What follows belongs to an exercise in optimizing a design on an open flow for small area; a production flow would make more cautious choices.
Function was checked by simulation only, so behaviour that the tests miss may differ from the original.
No activity file was given, so power comes from the tool's default toggle rates.

==> trial 39: inputs <==
// DevelopmentBoard
module DevelopmentBoard(
    input wire clk,
    input wire reset, B2, B3, B4, B5,
    output wire h_sync, v_sync,
    output wire [15:0] rgb
);
==> flow/config.mk <==
export PLATFORM = sky130hd
export DESIGN_NAME = DevelopmentBoard
export DESIGN_NICKNAME = DevelopmentBoard
export VERILOG_FILES = /design/flow/design.v
export SDC_FILE = /design/flow/constraint.sdc
export NUM_CORES = 4
export LEC_CHECK = 0
export CAP_MARGIN = 20
export CORE_MARGIN = 2
export CORE_UTILIZATION = 65
export SLEW_MARGIN = 20
==> flow/constraint.sdc <==
create_clock -name core_clock -period 8.0 [get_ports {clk}]
set_input_delay 1.6000 -clock core_clock [delete_from_list [all_inputs] [get_ports {clk}]]
set_output_delay 1.6000 -clock core_clock [all_outputs]
set_load 0.01 [all_outputs]
standard.sh (not shown) runs the stock make flow with config.mk's settings and CLKGATE_MAP_FILE= SYNTH_SCRIPT=/design/flow/synth_recipe.tcl, a recipe that flattens the netlist after the stock synthesis.
==> flow/flow/run.sh <==
#!/bin/bash
# Own layout flow: the standard synthesis, then its combinational logic re-mapped for
# area (flip-flops untouched, same cells and names), then the standard layout steps.
set -euo pipefail
W=$(pwd)
F=$W/flow
R=$W/orfs/results/$FLOW_PLATFORM/DevelopmentBoard/base
LIB=$FLOW_HOME/platforms/$FLOW_PLATFORM/lib/sky130_fd_sc_hd__tt_025C_1v80.lib

bash standard.sh synth > $W/log_1_standard_synth.txt 2>&1
cp $R/1_2_yosys.v $W/std_1_2_yosys.v

python3 $F/comb2gen.py $LIB $W/std_1_2_yosys.v $W/reopt_in.v > $W/log_2_comb2gen.txt 2>&1
REOPT_LIB=$LIB REOPT_IN=$W/reopt_in.v REOPT_OUT=$W/reopt_out.v REOPT_ABC=$F/area.abc \
    yosys -c $F/reopt.tcl > $W/log_3_reopt.txt 2>&1

cp $W/reopt_out.v $R/1_2_yosys.v
rm -f $R/1_synth.odb $R/1_synth.sdc
bash standard.sh finish > $W/log_4_standard_finish.txt 2>&1
==> flow/flow/area.abc <==
strash
&get -n
&deepsyn -T 600
&put
dch
amap
topo
==> flow/flow/reopt.tcl <==
# Re-map the combinational logic of the standard synthesis for area.
# The flip-flops of the standard synthesis stay as they are (same cells and names).
# env: REOPT_LIB, REOPT_IN, REOPT_OUT, REOPT_ABC (abc script)
set lib $::env(REOPT_LIB)
set dont_use {probe_p_8 probec_p_8 lpflow_bleeder_1 lpflow_clkbufkapwr_1 lpflow_clkbufkapwr_16
  lpflow_clkbufkapwr_2 lpflow_clkbufkapwr_4 lpflow_clkbufkapwr_8 lpflow_clkinvkapwr_1
  lpflow_clkinvkapwr_16 lpflow_clkinvkapwr_2 lpflow_clkinvkapwr_4 lpflow_clkinvkapwr_8
  lpflow_decapkapwr_12 lpflow_decapkapwr_3 lpflow_decapkapwr_4 lpflow_decapkapwr_6
  lpflow_decapkapwr_8 lpflow_inputiso0n_1 lpflow_inputiso0p_1 lpflow_inputiso1n_1
  lpflow_inputiso1p_1 lpflow_inputisolatch_1 lpflow_isobufsrc_1 lpflow_isobufsrc_16
  lpflow_isobufsrc_2 lpflow_isobufsrc_4 lpflow_isobufsrc_8 lpflow_isobufsrckapwr_16
  lpflow_lsbuf_lh_hl_isowell_tap_1 lpflow_lsbuf_lh_hl_isowell_tap_2
  lpflow_lsbuf_lh_hl_isowell_tap_4 lpflow_lsbuf_lh_isowell_4 lpflow_lsbuf_lh_isowell_tap_1
  lpflow_lsbuf_lh_isowell_tap_2 lpflow_lsbuf_lh_isowell_tap_4}
set du_args {}
foreach c $dont_use { lappend du_args -dont_use sky130_fd_sc_hd__$c }

yosys read_liberty -lib $lib
yosys read_verilog -defer $::env(REOPT_IN)
yosys hierarchy -check -top DevelopmentBoard
yosys proc
yosys opt_clean
yosys techmap
yosys opt -fast
yosys tee -o reopt_stat_in.txt stat -liberty $lib
yosys abc -liberty $lib {*}$du_args -script $::env(REOPT_ABC)
yosys opt_clean -purge
yosys splitnets
yosys opt_clean -purge
yosys hilomap -singleton -hicell sky130_fd_sc_hd__conb_1 HI -locell sky130_fd_sc_hd__conb_1 LO
yosys insbuf -buf sky130_fd_sc_hd__buf_4 A X
yosys check -assert
yosys tee -o reopt_stat_out.txt stat -liberty $lib
yosys write_verilog -noattr -nohex -nodec $::env(REOPT_OUT)
Other scripts of this flow, unchanged in this note and not shown: flow/flow/comb2gen.py
==> build 6 (differences from trial 39) <==
--- a/flow/design.v
+++ b/flow/design.v
@@ -202,19 +202,19 @@
     else if (f4) begin
         if (p != 5'd19) p <= p + 5'd1;
     end else if (f3) begin
         if (p != 5'd1) p <= p - 5'd1;
     end
 end
 reg [8:0] bx;
-reg [7:0] by;
+reg [6:0] by;
 reg [2:0] bs;    
 reg hc, vc;      
-wire ybot = (by == 8'd120);      
-wire ytop = (by == 8'd5);        
+wire ybot = (by == 7'd120);      
+wire ytop = (by == 7'd5);        
 wire xr   = (bx == 9'd315);      
 wire xl   = (bx == 9'd5);        
 reg [2:0] bs_n;
 always @(*) begin
     case (bs)
         3'd4: bs_n = start ? 3'd3 : 3'd4;
         3'd0: bs_n = ybot ? 3'd2 : xr ? 3'd1 : vc ? 3'd2 : hc ? 3'd1 : 3'd0;
@@ -224,25 +224,25 @@
         default: bs_n = 3'd4;
     endcase
 end
 always @(posedge clk or negedge reset) begin
     if (!reset) begin
         bs <= 3'd4;
         bx <= 9'd160;
-        by <= 8'd100;
+        by <= 7'd100;
     end else begin
         bs <= bs_n;
         if (vrise & ~bs[2]) begin
             bx <= bs[0] ? bx - 9'd5 : bx + 9'd5;
-            by <= bs[1] ? by - 8'd5 : by + 8'd5;
+            by <= bs[1] ? by - 7'd5 : by + 7'd5;
         end
     end
 end
 wire [8:0] dx = h[9:1] - bx;                     
-wire [7:0] dy = v[9:2] - by;                     
+wire [7:0] dy = v[9:2] - {1'b0, by};                    
 wire dx_m3 = (dx == 9'h1fd), dx_m2 = (dx == 9'h1fe), dx_m1 = (dx == 9'h1ff);
 wire dx_0 = (dx == 9'd0), dx_1 = (dx == 9'd1), dx_2 = (dx == 9'd2);
 wire dy_m3 = (dy == 8'hfd), dy_m2 = (dy == 8'hfe), dy_m1 = (dy == 8'hff);
 wire dy_0 = (dy == 8'd0), dy_1 = (dy == 8'd1), dy_2 = (dy == 8'd2);
 wire [1:0] vl = v[1:0];
 wire x_eq   = dx_0 & ~h[0];                                      
 wire x_box  = dx_m1 | dx_0 | dx_1 & ~h[0];                       
@@ -276,15 +276,15 @@
         if (mg) begin
             s1_n = 8'hff; s2_n = 8'h00; s3_n = 8'hff;
         end else if (mo) begin
             s1_n = 8'h01; s2_n = 8'h00; s3_n = 8'h00;
         end else begin
             s1_n = 8'hff; s2_n = 8'hff; s3_n = 8'hff;
         end
-    end else if (del) begin
+    end else if (db & (x_eq & (row1 ? y_row1 : y_row23) | y_eq & x_near)) begin
         if (row1) s1_n = s1 & ~kmask;
         if (row2) s2_n = s2 & ~kmask;
         if (row3) s3_n = s3 & ~kmask;
     end
 end
 always @(posedge clk or negedge reset) begin
     if (!reset) begin
@@ -303,32 +303,28 @@
             end else if (ybot & ~vs) lose_r <= 1'b1;
         end
     end
 end
 wire [4:0] dpx = h[9:5] - p;
 wire pbox = (v >= 10'd461) & (v <= 10'd467) &
             ((dpx == 5'd0) | (dpx == 5'h1f) & (h[4:0] >= 5'd9) | (dpx == 5'd1) & (h[4:0] <= 5'd7));
-always @(posedge clk or negedge reset) begin
-    if (!reset) dp <= 1'b0;
-    else dp <= pbox;
-end
+always @(posedge clk) dp <= pbox;
 reg [2:0] ft;        
 reg fw, fr;          
 always @(posedge clk or negedge reset) begin
-    if (!reset) begin
-        ft <= 3'd0; fw <= 1'b0; fr <= 1'b0;
-    end else begin
-        if (ft == 3'd6) ft <= 3'd0;
-        else if (vrise) ft <= ft + 3'd1;
-        if (ft == 3'd0) begin
-            fw <= 1'b0; fr <= 1'b0;
-        end else if (ft == 3'd3) begin
-            if (win) begin fw <= 1'b1; fr <= 1'b0; end
-            else if (lose_r) begin fw <= 1'b0; fr <= 1'b1; end
-        end
+    if (!reset) ft <= 3'd0;
+    else if (ft == 3'd6) ft <= 3'd0;
+    else if (vrise) ft <= ft + 3'd1;
+end
+always @(posedge clk) begin
+    if (ft == 3'd0) begin
+        fw <= 1'b0; fr <= 1'b0;
+    end else if (ft == 3'd3) begin
+        if (win) begin fw <= 1'b1; fr <= 1'b0; end
+        else if (lose_r) begin fw <= 1'b0; fr <= 1'b1; end
     end
 end
 reg [2:0] g_n;
 always @(*) begin
     if (h >= 10'd640 || v >= 10'd480) g_n = 3'b000;
     else if (win) g_n = {fw | fr, fw, fw};
     else if (lose_r) g_n = 3'b100;
@@ -342,19 +338,15 @@
 reg cs;      
 always @(posedge clk or negedge reset) begin
     if (!reset) cs <= 1'b0;
     else if (vfall) cs <= ~cs;
 end
 wire [9:0] ty = v - (cs ? 10'd210 : 10'd200);
 wire tgo = mt & mg;                              
-wire twin = (h[9:7] == 3'b010) & (h[6:0] != 7'd0) & (ty[9:5] == 5'd0) &
-            (~tgo | (ty[4:0] <= 5'd10));
+wire twin = (h[9:7] == 3'b010) & (ty[9:5] == 5'd0);
 wire tbit;
 start_end rom (.g(tgo), .r(ty[4:0]), .c(h[6:0]), .bit_o(tbit));
 wire t_n = twin & tbit;
 reg [2:0] o;
-always @(posedge clk or negedge reset) begin
-    if (!reset) o <= 3'b000;
-    else o <= mt_n ? {3{t_n}} : g_n;
-end
+always @(posedge clk) o <= mt_n ? {3{t_n}} : g_n;
 assign rgb = {{5{o[2]}}, {6{o[1]}}, {5{o[0]}}};
 endmodule
==> flow/flow/run.sh (replaced) <==
#!/bin/bash
# Own layout flow: the standard synthesis, then its combinational logic re-mapped for
# area (flip-flops untouched, same cells and names), then the standard layout steps.
set -euo pipefail
W=$(pwd)
F=$W/flow
R=$W/orfs/results/$FLOW_PLATFORM/DevelopmentBoard/base
LIB=$FLOW_HOME/platforms/$FLOW_PLATFORM/lib/sky130_fd_sc_hd__tt_025C_1v80.lib
DS_TIME=${DS_TIME:-120}
MAP='&put\ndch\namap -A 10 -F 4 -C 1000\ntopo\n'
PRE_A='strash\n'
PRE_B='strash\ndc2\nbalance\nrewrite -z\nrefactor -z\ndc2\n'
PRE_D='strash\n&get -n\n&synch2\n&put\nstrash\n'
PRE_E='strash\nif -K 6\nstrash\ndc2\n'

bash standard.sh synth > $W/log_1_standard_synth.txt 2>&1
cp $R/1_2_yosys.v $W/std_1_2_yosys.v

# one area re-mapping: reopt TAG INPUT PRESCRIPT SEED
reopt() {
  printf "$3&get -n\n&deepsyn -T $DS_TIME -S $4\n$MAP" > $W/reopt_$1.abc
  REOPT_LIB=$LIB REOPT_IN=$2 REOPT_OUT=$W/reopt_out_$1.v REOPT_ABC=$W/reopt_$1.abc REOPT_TAG=$1 \
      yosys -c $F/reopt.tcl > $W/log_3_reopt_$1.txt 2>&1 || true
}
best=""
best_area=""
pick() {
  for t in "$@"; do
    [[ -f $W/reopt_stat_out_$t.txt && -f $W/reopt_out_$t.v ]] || continue
    a=$(grep "Chip area" $W/reopt_stat_out_$t.txt | awk '{print $NF}')
    echo "run $t area $a" >> $W/log_3_reopt_summary.txt
    if [[ -z "$best" ]] || awk "BEGIN{exit !($a < $best_area)}"; then best=$t; best_area=$a; fi
  done
}

# stage 1: from the standard synthesis, four starting structures and seeds in parallel
python3 $F/comb2gen.py $LIB $W/std_1_2_yosys.v $W/reopt_in.v > $W/log_2_comb2gen.txt 2>&1
reopt s1b $W/reopt_in.v "$PRE_B" 1 &
reopt s1e $W/reopt_in.v "$PRE_E" 1 &
reopt s1f $W/reopt_in.v "$PRE_B" 2 &
reopt s1g $W/reopt_in.v "$PRE_E" 2 &
wait
pick s1b s1e s1f s1g

for st in 2 3; do
  python3 $F/comb2gen.py $LIB $W/reopt_out_$best.v $W/reopt_in$st.v > $W/log_2_comb2gen_$st.txt 2>&1
  reopt s${st}a $W/reopt_in$st.v "$PRE_A" $((st + 1)) &
  reopt s${st}b $W/reopt_in$st.v "$PRE_B" $((st + 1)) &
  reopt s${st}d $W/reopt_in$st.v "$PRE_D" $((st + 1)) &
  reopt s${st}e $W/reopt_in$st.v "$PRE_E" $((st + 1)) &
  wait
  pick s${st}a s${st}b s${st}d s${st}e
done
echo "chosen $best" >> $W/log_3_reopt_summary.txt

cp $W/reopt_out_$best.v $R/1_2_yosys.v
rm -f $R/1_synth.odb $R/1_synth.sdc
bash standard.sh finish BUFFER_PORTS_ARGS="-buffer_cell sky130_fd_sc_hd__buf_1" > $W/log_4_standard_finish.txt 2>&1
--- a/flow/flow/reopt.tcl
+++ b/flow/flow/reopt.tcl
@@ -1,11 +1,12 @@
 # Re-map the combinational logic of the standard synthesis for area.
 # The flip-flops of the standard synthesis stay as they are (same cells and names).
-# env: REOPT_LIB, REOPT_IN, REOPT_OUT, REOPT_ABC (abc script)
+# env: REOPT_LIB, REOPT_IN, REOPT_OUT, REOPT_ABC (abc script), REOPT_TAG (stat file names)
 set lib $::env(REOPT_LIB)
+set tag $::env(REOPT_TAG)
 set dont_use {probe_p_8 probec_p_8 lpflow_bleeder_1 lpflow_clkbufkapwr_1 lpflow_clkbufkapwr_16
   lpflow_clkbufkapwr_2 lpflow_clkbufkapwr_4 lpflow_clkbufkapwr_8 lpflow_clkinvkapwr_1
   lpflow_clkinvkapwr_16 lpflow_clkinvkapwr_2 lpflow_clkinvkapwr_4 lpflow_clkinvkapwr_8
   lpflow_decapkapwr_12 lpflow_decapkapwr_3 lpflow_decapkapwr_4 lpflow_decapkapwr_6
   lpflow_decapkapwr_8 lpflow_inputiso0n_1 lpflow_inputiso0p_1 lpflow_inputiso1n_1
   lpflow_inputiso1p_1 lpflow_inputisolatch_1 lpflow_isobufsrc_1 lpflow_isobufsrc_16
   lpflow_isobufsrc_2 lpflow_isobufsrc_4 lpflow_isobufsrc_8 lpflow_isobufsrckapwr_16
@@ -18,17 +19,17 @@
 yosys read_liberty -lib $lib
 yosys read_verilog -defer $::env(REOPT_IN)
 yosys hierarchy -check -top DevelopmentBoard
 yosys proc
 yosys opt_clean
 yosys techmap
 yosys opt -fast
-yosys tee -o reopt_stat_in.txt stat -liberty $lib
+yosys tee -o reopt_stat_in_$tag.txt stat -liberty $lib
 yosys abc -liberty $lib {*}$du_args -script $::env(REOPT_ABC)
 yosys opt_clean -purge
 yosys splitnets
 yosys opt_clean -purge
 yosys hilomap -singleton -hicell sky130_fd_sc_hd__conb_1 HI -locell sky130_fd_sc_hd__conb_1 LO
 yosys insbuf -buf sky130_fd_sc_hd__buf_4 A X
 yosys check -assert
-yosys tee -o reopt_stat_out.txt stat -liberty $lib
+yosys tee -o reopt_stat_out_$tag.txt stat -liberty $lib
 yosys write_verilog -noattr -nohex -nodec $::env(REOPT_OUT)
- CTS_BUF_LIST: unset -> sky130_fd_sc_hd__clkbuf_8
removed: flow/flow/area.abc
==> build 26 (differences from trial 39) <==
--- a/flow/design.v
+++ b/flow/design.v
@@ -202,19 +202,19 @@
     else if (f4) begin
         if (p != 5'd19) p <= p + 5'd1;
     end else if (f3) begin
         if (p != 5'd1) p <= p - 5'd1;
     end
 end
 reg [8:0] bx;
-reg [7:0] by;
+reg [6:0] by;
 reg [2:0] bs;    
 reg hc, vc;      
-wire ybot = (by == 8'd120);      
-wire ytop = (by == 8'd5);        
+wire ybot = (by == 7'd120);      
+wire ytop = (by == 7'd5);        
 wire xr   = (bx == 9'd315);      
 wire xl   = (bx == 9'd5);        
 reg [2:0] bs_n;
 always @(*) begin
     case (bs)
         3'd4: bs_n = start ? 3'd3 : 3'd4;
         3'd0: bs_n = ybot ? 3'd2 : xr ? 3'd1 : vc ? 3'd2 : hc ? 3'd1 : 3'd0;
@@ -224,25 +224,25 @@
         default: bs_n = 3'd4;
     endcase
 end
 always @(posedge clk or negedge reset) begin
     if (!reset) begin
         bs <= 3'd4;
         bx <= 9'd160;
-        by <= 8'd100;
+        by <= 7'd100;
     end else begin
         bs <= bs_n;
         if (vrise & ~bs[2]) begin
             bx <= bs[0] ? bx - 9'd5 : bx + 9'd5;
-            by <= bs[1] ? by - 8'd5 : by + 8'd5;
+            by <= bs[1] ? by - 7'd5 : by + 7'd5;
         end
     end
 end
 wire [8:0] dx = h[9:1] - bx;                     
-wire [7:0] dy = v[9:2] - by;                     
+wire [7:0] dy = v[9:2] - {1'b0, by};                    
 wire dx_m3 = (dx == 9'h1fd), dx_m2 = (dx == 9'h1fe), dx_m1 = (dx == 9'h1ff);
 wire dx_0 = (dx == 9'd0), dx_1 = (dx == 9'd1), dx_2 = (dx == 9'd2);
 wire dy_m3 = (dy == 8'hfd), dy_m2 = (dy == 8'hfe), dy_m1 = (dy == 8'hff);
 wire dy_0 = (dy == 8'd0), dy_1 = (dy == 8'd1), dy_2 = (dy == 8'd2);
 wire [1:0] vl = v[1:0];
 wire x_eq   = dx_0 & ~h[0];                                      
 wire x_box  = dx_m1 | dx_0 | dx_1 & ~h[0];                       
@@ -276,15 +276,15 @@
         if (mg) begin
             s1_n = 8'hff; s2_n = 8'h00; s3_n = 8'hff;
         end else if (mo) begin
             s1_n = 8'h01; s2_n = 8'h00; s3_n = 8'h00;
         end else begin
             s1_n = 8'hff; s2_n = 8'hff; s3_n = 8'hff;
         end
-    end else if (del) begin
+    end else if (db & (x_eq & (row1 ? y_row1 : y_row23) | y_eq & x_near)) begin
         if (row1) s1_n = s1 & ~kmask;
         if (row2) s2_n = s2 & ~kmask;
         if (row3) s3_n = s3 & ~kmask;
     end
 end
 always @(posedge clk or negedge reset) begin
     if (!reset) begin
@@ -303,18 +303,15 @@
             end else if (ybot & ~vs) lose_r <= 1'b1;
         end
     end
 end
 wire [4:0] dpx = h[9:5] - p;
 wire pbox = (v >= 10'd461) & (v <= 10'd467) &
             ((dpx == 5'd0) | (dpx == 5'h1f) & (h[4:0] >= 5'd9) | (dpx == 5'd1) & (h[4:0] <= 5'd7));
-always @(posedge clk or negedge reset) begin
-    if (!reset) dp <= 1'b0;
-    else dp <= pbox;
-end
+always @(posedge clk) dp <= pbox;
 reg [2:0] ft;        
 reg fw, fr;          
 always @(posedge clk or negedge reset) begin
     if (!reset) begin
         ft <= 3'd0; fw <= 1'b0; fr <= 1'b0;
     end else begin
         if (ft == 3'd6) ft <= 3'd0;
@@ -348,13 +345,10 @@
 wire tgo = mt & mg;                              
 wire twin = (h[9:7] == 3'b010) & (h[6:0] != 7'd0) & (ty[9:5] == 5'd0) &
             (~tgo | (ty[4:0] <= 5'd10));
 wire tbit;
 start_end rom (.g(tgo), .r(ty[4:0]), .c(h[6:0]), .bit_o(tbit));
 wire t_n = twin & tbit;
 reg [2:0] o;
-always @(posedge clk or negedge reset) begin
-    if (!reset) o <= 3'b000;
-    else o <= mt_n ? {3{t_n}} : g_n;
-end
+always @(posedge clk) o <= mt_n ? {3{t_n}} : g_n;
 assign rgb = {{5{o[2]}}, {6{o[1]}}, {5{o[0]}}};
 endmodule
==> flow/flow/run.sh (replaced) <==
#!/bin/bash
# Own layout flow: the standard synthesis, then its combinational logic re-mapped for
# area (flip-flops untouched, same cells and names), then the standard layout steps.
set -euo pipefail
W=$(pwd)
F=$W/flow
R=$W/orfs/results/$FLOW_PLATFORM/DevelopmentBoard/base
LIB=$FLOW_HOME/platforms/$FLOW_PLATFORM/lib/sky130_fd_sc_hd__tt_025C_1v80.lib
DS_TIME=${DS_TIME:-300}

bash standard.sh synth > $W/log_1_standard_synth.txt 2>&1
cp $R/1_2_yosys.v $W/std_1_2_yosys.v

python3 $F/comb2gen.py $LIB $W/std_1_2_yosys.v $W/reopt_in.v > $W/log_2_comb2gen.txt 2>&1

# several area re-mappings in parallel (deepsyn with different seeds); keep the smallest
for s in 1 2 3; do
  printf 'strash\n&get -n\n&deepsyn -T %s -S %s\n&put\ndch\namap -A 10 -F 4 -C 1000\ntopo\n' $DS_TIME $s > $W/reopt_$s.abc
  REOPT_LIB=$LIB REOPT_IN=$W/reopt_in.v REOPT_OUT=$W/reopt_out_$s.v REOPT_ABC=$W/reopt_$s.abc REOPT_TAG=$s \
      yosys -c $F/reopt.tcl > $W/log_3_reopt_$s.txt 2>&1 &
done
wait
best=""
best_area=""
for s in 1 2 3; do
  a=$(grep "Chip area" $W/reopt_stat_out_$s.txt | awk '{print $NF}')
  echo "seed $s area $a" >> $W/log_3_reopt_summary.txt
  if [[ -z "$best" ]] || awk "BEGIN{exit !($a < $best_area)}"; then best=$s; best_area=$a; fi
done
echo "chosen seed $best" >> $W/log_3_reopt_summary.txt

cp $W/reopt_out_$best.v $R/1_2_yosys.v
rm -f $R/1_synth.odb $R/1_synth.sdc
bash standard.sh finish BUFFER_PORTS_ARGS="-buffer_cell sky130_fd_sc_hd__buf_1" > $W/log_4_standard_finish.txt 2>&1
--- a/flow/flow/reopt.tcl
+++ b/flow/flow/reopt.tcl
@@ -1,11 +1,12 @@
 # Re-map the combinational logic of the standard synthesis for area.
 # The flip-flops of the standard synthesis stay as they are (same cells and names).
-# env: REOPT_LIB, REOPT_IN, REOPT_OUT, REOPT_ABC (abc script)
+# env: REOPT_LIB, REOPT_IN, REOPT_OUT, REOPT_ABC (abc script), REOPT_TAG (stat file names)
 set lib $::env(REOPT_LIB)
+set tag $::env(REOPT_TAG)
 set dont_use {probe_p_8 probec_p_8 lpflow_bleeder_1 lpflow_clkbufkapwr_1 lpflow_clkbufkapwr_16
   lpflow_clkbufkapwr_2 lpflow_clkbufkapwr_4 lpflow_clkbufkapwr_8 lpflow_clkinvkapwr_1
   lpflow_clkinvkapwr_16 lpflow_clkinvkapwr_2 lpflow_clkinvkapwr_4 lpflow_clkinvkapwr_8
   lpflow_decapkapwr_12 lpflow_decapkapwr_3 lpflow_decapkapwr_4 lpflow_decapkapwr_6
   lpflow_decapkapwr_8 lpflow_inputiso0n_1 lpflow_inputiso0p_1 lpflow_inputiso1n_1
   lpflow_inputiso1p_1 lpflow_inputisolatch_1 lpflow_isobufsrc_1 lpflow_isobufsrc_16
   lpflow_isobufsrc_2 lpflow_isobufsrc_4 lpflow_isobufsrc_8 lpflow_isobufsrckapwr_16
@@ -18,17 +19,17 @@
 yosys read_liberty -lib $lib
 yosys read_verilog -defer $::env(REOPT_IN)
 yosys hierarchy -check -top DevelopmentBoard
 yosys proc
 yosys opt_clean
 yosys techmap
 yosys opt -fast
-yosys tee -o reopt_stat_in.txt stat -liberty $lib
+yosys tee -o reopt_stat_in_$tag.txt stat -liberty $lib
 yosys abc -liberty $lib {*}$du_args -script $::env(REOPT_ABC)
 yosys opt_clean -purge
 yosys splitnets
 yosys opt_clean -purge
 yosys hilomap -singleton -hicell sky130_fd_sc_hd__conb_1 HI -locell sky130_fd_sc_hd__conb_1 LO
 yosys insbuf -buf sky130_fd_sc_hd__buf_4 A X
 yosys check -assert
-yosys tee -o reopt_stat_out.txt stat -liberty $lib
+yosys tee -o reopt_stat_out_$tag.txt stat -liberty $lib
 yosys write_verilog -noattr -nohex -nodec $::env(REOPT_OUT)
removed: flow/flow/area.abc
==> summary.txt <==
Between build 6 and trial 39, the lower clock power is in build 6 (gap about 25%, measured against trial 39).
Fmax: build 6 < trial 39 < build 26.
The highest area after synthesis belongs to build 26, the lowest to build 6.
Of build 26 and build 6, build 26 has the higher via count (gap 4.7%, measured against build 6).
Count of clock-buffer cells in the layout: trial 39 < build 6 < build 26.
Between build 6 and trial 39, the lower total power is in build 6 (gap about 4.5%, measured against trial 39).
Utilization: trial 39 > build 26 > build 6.
Non-clock buffer count: trial 39 is higher than build 26 (4).
Against trial 39, the combinational power of build 26 is higher by about 27%.
Sequential power: build 6 is higher than build 26 (about 4%).
Worst hold slack: build 26 is worse than build 6 (0.0049 ns).
==> figures <==
Worst setup slack after placement: build 26 2.179 ns; trial 39 1.769 ns; build 6 1.470 ns
Num rows: build 26 39; trial 39 39; build 6 38
Die Outline Area: build 26 12500 um2; trial 39 12310 um2; build 6 12060 um2
Buffer type at the clock tree root: build 26 sky130_fd_sc_hd__clkbuf_16; trial 39 sky130_fd_sc_hd__clkbuf_16; build 6 sky130_fd_sc_hd__clkbuf_8
Met3 track demand over resource: build 26 0.1143; trial 39 0.1695; build 6 0.1280
Clock network share of area: build 26 0.04168; trial 39 0.03770; build 6 0.02694
TAP cells: build 26 143; trial 39 143; build 6 140
Vias after detailed routing: build 26 9465; trial 39 9239; build 6 9041
Buffers & Inverters on Critical Path: build 26 4; trial 39 4; build 6 10
Startpoint of the worst-slack reg-to-reg timing path: build 26 v[3]; trial 39 v[1]; build 6 v[2]
Post-Synthesis Net Count: build 26 1098; trial 39 1077; build 6 1054
Utilization after layout: build 26 0.7155; trial 39 0.7214; build 6 0.7125
Highest Clock Rate: build 26 162.3 MHz; trial 39 150.5 MHz; build 6 145.6 MHz
Gate count after technology mapping: build 26 1092; trial 39 1071; build 6 1048
Clock transition time at the flip-flop clock pins of the worst setup and hold paths: build 26 0.07 ns; trial 39 0.08 ns; build 6 0.10 ns
Post-DP HPWL: build 26 20120 um; trial 39 20450 um; build 6 19630 um
Run status: build 26 complete, no violations; trial 39 complete, no violations; build 6 complete, no violations
Sequential share of cell area: build 26 0.2991; trial 39 0.3048; build 6 0.3124
Die Span Y: build 26 111.8 um; trial 39 111.0 um; build 6 109.8 um
Synthesis-to-finish area growth: build 26 7.685%; trial 39 9.356%; build 6 6.584%
Crit path arrival time: build 26 6.46 ns; trial 39 6.93 ns; build 6 7.17 ns
Cell Pwr Density: build 26 143.8 nW/um2; trial 39 134.1 nW/um2; build 6 134.3 nW/um2
P_seq: build 26 546 uW; trial 39 538 uW; build 6 568 uW

==> re-timing with driven ports <==
The flow's constraints put no driver on any port. The routed layouts listed below were extracted and timed again, unchanged, in two steps. Step 1 sets driving cells, clkbuf_16 on the clock port and buf_2 on the other inputs (assumed; they add their load-dependent delay and slew). Step 2, shift: input delay + t, output delay - t, t = (earliest + latest rising clock arrival at the registers) / 2. This alone moves slack from input paths to output paths. a / b / c = ideal ports / drivers / drivers and shift; a / b = the first two.
run	t, ns	setup slack, ns	hold WS [ns]	latest minus earliest clock arrival (ns)	cell pins on the clock port's net
trial 39	0.394	1.355 / 1.355 / 1.355	0.360 / 0.360 / 0.360	0.013 / 0.013	1
build 6	0.421	1.132 / 1.132 / 1.132	0.363 / 0.363 / 0.363	0.017 / 0.017	1
build 26	0.394	1.837 / 1.837 / 1.837	0.358 / 0.358 / 0.358	0.009 / 0.008	1
After both steps every run listed still meets setup and hold.
